This is an optimization exercise on Yosys and OpenROAD, whose aim is small area, not a production implementation.
Function was checked by simulation only, so behaviour that the tests miss may differ from the original.
No driver is modelled on the clock port, so clocking that relies on it looks cheaper here than on a real chip.
Power is estimated from default activity; no workload was simulated.

==> flow/design.v (excerpt) <==
module Panorama(SW, KEY, CLOCK_50, LEDR, HEX0, HEX1, HEX2, HEX3, HEX4, HEX5, HEX6, HEX7, LEDG);
clock: 25.0 ns
lec_check: 0
cap_margin: 20
core_margin: 2
core_utilization: 60
cts_buf_list: sky130_fd_sc_hd__clkbuf_2 sky130_fd_sc_hd__clkbuf_4 sky130_fd_sc_hd__clkbuf_8
slew_margin: 20
standard.sh (not shown) runs the stock make flow with config.mk's settings and CLKGATE_MAP_FILE= SYNTH_SCRIPT=/design/flow/synth_recipe.tcl, a recipe that flattens the netlist after the stock synthesis.
==> flow/flow/run.sh <==
#!/bin/bash
# The standard ORFS layout (standard.sh) with these changes:
#  - synthesis: adders are not extracted into adder cells and ABC maps the logic with an
#    area-oriented script (flow/synth.tcl, flow/area.abc); registers are unchanged;
#  - port buffers are the smallest buffer cell instead of the one buffer_ports picks;
#  - clock tree synthesis adds no dummy loads and builds the tree from clkbuf_4 cells, after
#    which the root buffer alone is made a clkbuf_8 (flow/root_buf.tcl).
# Each tool's output goes to a log here: flow_to_cts.log, root_buf.log, flow_finish.log
# (ORFS also keeps each step's log under orfs/logs).
set -euo pipefail
export FLOW_WORK="$PWD"
export FLOW_ABC_SCRIPT="$PWD/flow/area.abc"
export BUFFER_PORTS_ARGS="-buffer_cell sky130_fd_sc_hd__buf_1"
export CTS_ARGS="-sink_clustering_enable -repair_clock_nets -dont_use_dummy_load -buf_list {sky130_fd_sc_hd__clkbuf_4}"
bash standard.sh SYNTH_SCRIPT="$PWD/flow/synth.tcl" cts > flow_to_cts.log 2>&1
export FLOW_CTS_ODB="$PWD/orfs/results/sky130hd/Panorama/base/4_cts.odb"
openroad -no_init -exit "$PWD/flow/root_buf.tcl" > root_buf.log 2>&1
bash standard.sh SYNTH_SCRIPT="$PWD/flow/synth.tcl" finish > flow_finish.log 2>&1
Other scripts of this flow, unchanged in this note and not shown: flow/flow/area.abc, flow/flow/root_buf.tcl, flow/flow/synth.tcl
Change:
--- a/flow/design.v
+++ b/flow/design.v
@@ -190,100 +190,95 @@
             d2 <= 4'd0;
             d1 <= 4'd0;
             d0 <= 4'd0;
         end else if (bin_ok) begin
             if ((~st[2] & ~st[1] & st[0])) d3 <= d2;
             if ((~st[3] & ~st[2] & st[1] & st[0])) d2 <= d1;
             if ((~st[3] & ~st[2] & st[1] & ~st[0])) d1 <= d0;
             if ((~st[3] & st[2] & ~st[0])) d0 <= bin;
         end
     end
     localparam [8:0] RR_499 = 9'd388;
     wire [8:0] rr_step = {rr[7:0], ~(rr[8] ^ rr[4])};
+    wire s_lt2 = (tt == 3'd0) && (to[3:1] == 3'd0);
+    wire t_zero = sub && s_lt2;                  
+    wire t_load = (!chk || endtime) && !t_zero;  
+    wire t_clr = t_load || t_zero;
+    wire rr_hold = sub && !s_lt2;
+    wire rr_zero = (rr == 9'd0);
+    wire [8:0] rr_n = ~{9{t_clr}} & (({9{rr_hold}} & rr) |
+                                     ({9{!rr_hold && rr_zero}} & RR_499) |
+                                     ({9{!rr_hold && !rr_zero}} & rr_step));
+    wire to_lt2 = (to[3:1] == 3'd0);
+    wire tt_dec = sub ? to_lt2 : (rr_zero && to == 4'd0);
+    wire [2:0] tt_n = ({3{t_load}} & 3'd4) |
+                      ({3{!t_clr && tt_dec}} & (tt - 3'd1)) |
+                      ({3{!t_clr && !tt_dec}} & tt);
     always @(posedge clk) begin
-        if (!chk || endtime) begin
-            tt <= 3'd4;
+        rr <= rr_n;
+        tt <= tt_n;
+        if (t_clr)
             to <= 4'd0;
-            rr <= 9'd0;
-        end else if (rr == 9'd0) begin
-            rr <= RR_499;
-            if (to == 4'd0) begin
-                to <= 4'd9;
-                tt <= tt - 3'd1;
-            end else
-                to <= to - 4'd1;
-        end else
-            rr <= rr_step;
-        if (sub) begin
-            if (tt == 3'd0 && to[3:1] == 3'd0) begin
-                tt <= 3'd0;
-                to <= 4'd0;
-                rr <= 9'd0;
-            end else if (to[3:1] == 3'd0) begin
-                rr <= rr;
-                to <= to + 4'd8;
-                tt <= tt - 3'd1;
-            end else begin
-                rr <= rr;
-                to <= to - 4'd2;
-            end
-        end
+        else if (sub)
+            to <= to_lt2 ? to + 4'd8 : to - 4'd2;
+        else if (rr_zero)
+            to <= (to == 4'd0) ? 4'd9 : to - 4'd1;
     end
     always @(posedge clk) begin
         if (endtime)
             timeranout <= 1'b1;
         else if (!resetn || reset_digits)
             timeranout <= 1'b0;
     end
     always @(posedge clk) begin
         if (!resetn) begin
             result <= 1'b0;
             sct <= 5'd0;
             sco <= 4'd0;
         end else if (over) begin
             result <= correct;
             if (!correct || (sct == 5'd25 && sco == 4'd5)) begin
                 sct <= 5'd0;
                 sco <= 4'd0;
             end else if (sco == 4'd9) begin
                 sco <= 4'd0;
                 sct <= sct + 5'd1;
             end else
                 sco <= sco + 4'd1;
         end
     end
-    localparam [9:0] UC_99 = 10'd761, UC_123 = 10'd687, UC_248 = 10'd343,
-                     UC_498 = 10'd598, UC_998 = 10'd345;
+    localparam [9:0] UC_0 = 10'd735, UC_99 = 10'd615, UC_123 = 10'd800, UC_248 = 10'd544,
+                     UC_498 = 10'd552, UC_998 = 10'd608;
     wire f_dur = (uc == UC_99);
     reg [9:0] uc_last;
     always @(*) begin
         case (ftn)
             2'd0: uc_last = UC_123;
             2'd1: uc_last = UC_248;
             2'd2: uc_last = UC_498;
             default: uc_last = UC_998;
         endcase
     end
     wire en = chk && (fst != F_STOP);
     wire check = (fst == F_CHECK);
     wire fchg = !resetn ? (ftn != 2'd3 || fst == F_STOP) : (check && tt != {1'b0, ftn});
     wire [9:0] uc_step = {uc[8:0], ~(uc[9] ^ uc[6])};
     always @(posedge clk) begin
         if (!resetn)
             ftn <= 2'd3;
         else if (check)
             ftn <= tt[1:0];
         ft <= en && (uc == uc_last);
         if (!en || fchg || ft)
-            uc <= 10'd0;
+            uc <= UC_0;
         else
             uc <= uc_step;
     end
     always @(posedge clk) begin
         if (!resetn)
             fst <= F_OFF;
         else case (fst)
             F_OFF: fst <= ft ? F_ON : F_OFF;
             F_ON: fst <= f_dur ? F_CHECK : F_ON;
             F_CHECK: fst <= tt[2] ? F_STOP : F_OFF;
             default: fst <= F_STOP;
         endcase
Outcome:
- via count decreases by 1.9%
- clock power came out higher by about 2%
- final area shrinks by 2.4%
- sequential cell count stays the same
- first-iteration DRC count came out higher by 27%
- area after synthesis is lower by 2.4%
- critical path depth is lower by 3
- routed wire length fell by 1.8%
- final cell count drops by 3.0%
- non-clock buffer count fell by 1
- sequential share of layout area came out lower by 2.2 points

static timing again, ports no longer ideal:
No port has a modelled driver above. Below, the same layouts with a new extraction and two added sets of constraints. Step 1 assumes that a clkbuf_16 drives the clock port and a buf_2 every other input. Step 2, shift: input delay + t, output delay - t, t = (earliest + latest rising clock arrival at the registers) / 2. This alone moves slack from input paths to output paths. a / b / c = ideal / step 1 / step 2; a / b = the first two.
run | t, ns | slack for setup (ns) | worst setup path at the end | slew at the worst register clock pin (ns) | worst slew at a driven data input, ns
the first run | 0.363 | 13.707 / 13.671 / 13.671 | input to output | 0.11 / 0.11 | 0.06
the second run | 0.364 | 13.732 / 13.707 / 13.707 | input to output | 0.11 / 0.11 | 0.04
After both steps every run listed still meets setup and hold. For the first run, which loses most, drivers alone change the setup slack by -0.036 ns; drivers and shift together by -0.036 ns.
